Source: an optimization exercise on an open RTL-to-GDS flow (aim: small area, a short achievable clock period and few clock cycles). Production flows keep margins and buffers that such runs may drop.
In this exercise RTL edits were held to simulation tests only and were not proved equivalent to the original.

==> run B <==
// algo_3_final
module algo_3_final (
    input  wire        clk,
    input  wire        reset,       
    input  wire        trigger,     
    input  wire        pix_valid,
    input  wire [7:0]  pix_data,
    output wire        pix_ready,
    input  wire [10:0] data_ram_i,
    output wire [10:0] data_ram_o,
    output wire [10:0] addr_ram,
    output wire        we,
    input  wire [13:0] data_ram_energia_i,
    output wire [13:0] data_ram_energia_o,
    output wire [10:0] addr_ram_energia,
    input  wire [5:0]  data_ram_cantidad_i,
    output wire [5:0]  data_ram_cantidad_o,
    output wire [10:0] addr_ram_cantidad,
    output wire        fin_signal
);
  localparam integer PIXELS  = 7081;
  localparam integer RING    = 99;     
  localparam integer DLY     = 92;     
  function [6:0] step7(input [6:0] x);
    step7 = {x[5:0], x[6] ^ x[5]};
  endfunction
  function gt11(input [10:0] a, input [10:0] b);
    reg [15:0] g0, l0;
    reg [7:0]  g1, l1;
    reg [3:0]  g2, l2;
    reg [1:0]  g3, l3;
    integer k;
    begin
      g0 = {5'd0, a} & ~{5'd0, b};
      l0 = ~{5'd0, a} & {5'd0, b};
      for (k = 0; k < 8; k = k + 1) begin
        g1[k] = g0[2*k+1] | (~l0[2*k+1] & g0[2*k]);
        l1[k] = l0[2*k+1] | (~g0[2*k+1] & l0[2*k]);
      end
      for (k = 0; k < 4; k = k + 1) begin
        g2[k] = g1[2*k+1] | (~l1[2*k+1] & g1[2*k]);
        l2[k] = l1[2*k+1] | (~g1[2*k+1] & l1[2*k]);
      end
      for (k = 0; k < 2; k = k + 1) begin
        g3[k] = g2[2*k+1] | (~l2[2*k+1] & g2[2*k]);
        l3[k] = l2[2*k+1] | (~g2[2*k+1] & l2[2*k]);
      end
      gt11 = g3[1] | (~l3[1] & g3[0]);
    end
  endfunction
  function [6:0] after7(input integer n);
    integer k;
    begin
      after7 = 7'd1;
      for (k = 0; k < n; k = k + 1) after7 = step7(after7);
    end
  endfunction
  localparam [6:0]  COL95  = after7(94);         
  localparam [6:0]  COL96  = after7(95);
  localparam [6:0]  COL97  = after7(96);
  localparam [6:0]  RINGE  = after7(RING - 1);   
  localparam [6:0]  WPTRE  = after7(DLY - 1);    
  localparam [6:0]  ROWL   = after7(PIXELS / 97 - 1);   
  wire rst_in = !reset || trigger;
  reg  restart;
  always @(posedge clk) restart <= rst_in;
  reg        fin, rdy, we_r;
  ...
make LEC_CHECK=0 ABC_AREA=1 CAP_MARGIN=20 CORE_MARGIN=2 CORE_UTILIZATION=40 SETUP_SLACK_MARGIN=3.3 SLEW_MARGIN=20 finish   # period 5.5 ns
run.sh (not shown) runs the stock make flow with config.mk's settings and CLKGATE_MAP_FILE= SYNTH_SCRIPT=/design/flow/synth_recipe.tcl, a recipe that flattens the netlist after the stock synthesis.
==> inputs of run Y, as changes to run B <==
--- a/flow/config.mk
+++ b/flow/config.mk
@@ -10,4 +10,4 @@
 export CORE_MARGIN = 2
 export CORE_UTILIZATION = 40
-export SETUP_SLACK_MARGIN = 3.3
+export SETUP_SLACK_MARGIN = 3.4
 export SLEW_MARGIN = 20
==> impl_table.tex <==
\begin{tabular}{lr}
\hline
Metric & Value \\
\hline
\multicolumn{2}{l}{\textbf{Setup path}} \\
\quad Endpoint of the most critical setup path & data\_ram\_o[4] \\
\quad Depth of the worst register-to-register path & 16 \\
\multicolumn{2}{l}{\textbf{Run status}} \\
\quad Outcome & timing/DRC/antenna clean \\
\multicolumn{2}{l}{\textbf{Final layout}} \\
\quad Non-clock buffer area fraction after layout & 0.108 \\
\quad Multi-input gate share of the layout cell area & 0.421 \\
\hline
\end{tabular}
# the run above: run Y

==> impl_table.tex <==
\begin{tabular}{lr}
\hline
Metric & Value \\
\hline
\multicolumn{2}{l}{\textbf{Setup path}} \\
\quad Depth of the worst register-to-register path & 15 \\
\quad Endpoint of the most critical setup path & data\_ram\_o[3] \\
\multicolumn{2}{l}{\textbf{Yosys}} \\
\quad Simple-gate area share of the yosys netlist & 0.262 \\
\quad Library cells used by synthesis & 52 \\
\multicolumn{2}{l}{\textbf{STA}} \\
\quad Setup-violating endpoint count in the final report & 0 \\
\multicolumn{2}{l}{\textbf{Run status}} \\
\quad Outcome & timing/DRC/antenna clean \\
\multicolumn{2}{l}{\textbf{Final layout}} \\
\quad Non-clock buffer area fraction after layout & 0.0956 \\
\multicolumn{2}{l}{\textbf{Global routing}} \\
\quad Global-route wire length before repair & 46500 um \\
\hline
\end{tabular}
# the run above: run B

Testbench counts of run B, summed over its fixed seeds: cycles 171,814.
Testbench counts of run Y, summed over its fixed seeds: cycles 171,814.

-- afterwards: timing with drivers on the ports --
No port has a modelled driver above. Below, the same layouts with a new extraction and two added sets of constraints. Step 1 (the two cells are an assumption about what drives the block):
set clk [get_ports {clk}]
set_driving_cell -lib_cell sky130_fd_sc_hd__clkbuf_16 $clk
set_driving_cell -lib_cell sky130_fd_sc_hd__buf_2 [delete_from_list [all_inputs] $clk]
Step 2, shift: input delay + t, output delay - t, t = (earliest + latest rising clock arrival at the registers) / 2. This alone moves slack from input paths to output paths. a / b / c = no drivers / after step 1 / after step 2; a / b = the first two.
| run | t (ns) | setup WS [ns] | worst setup path at the end | worst slew at a driven data input, ns |
|---|---|---|---|---|
| run B | 0.568 | 3.261 / 3.214 / 2.780 | input to register | 0.05 |
| run Y | 0.568 | 3.259 / 3.211 / 2.767 | input to register | 0.05 |
After both steps every run listed still meets setup and hold. For run Y, which loses most, drivers alone change the setup slack by -0.048 ns; drivers and shift together by -0.492 ns.
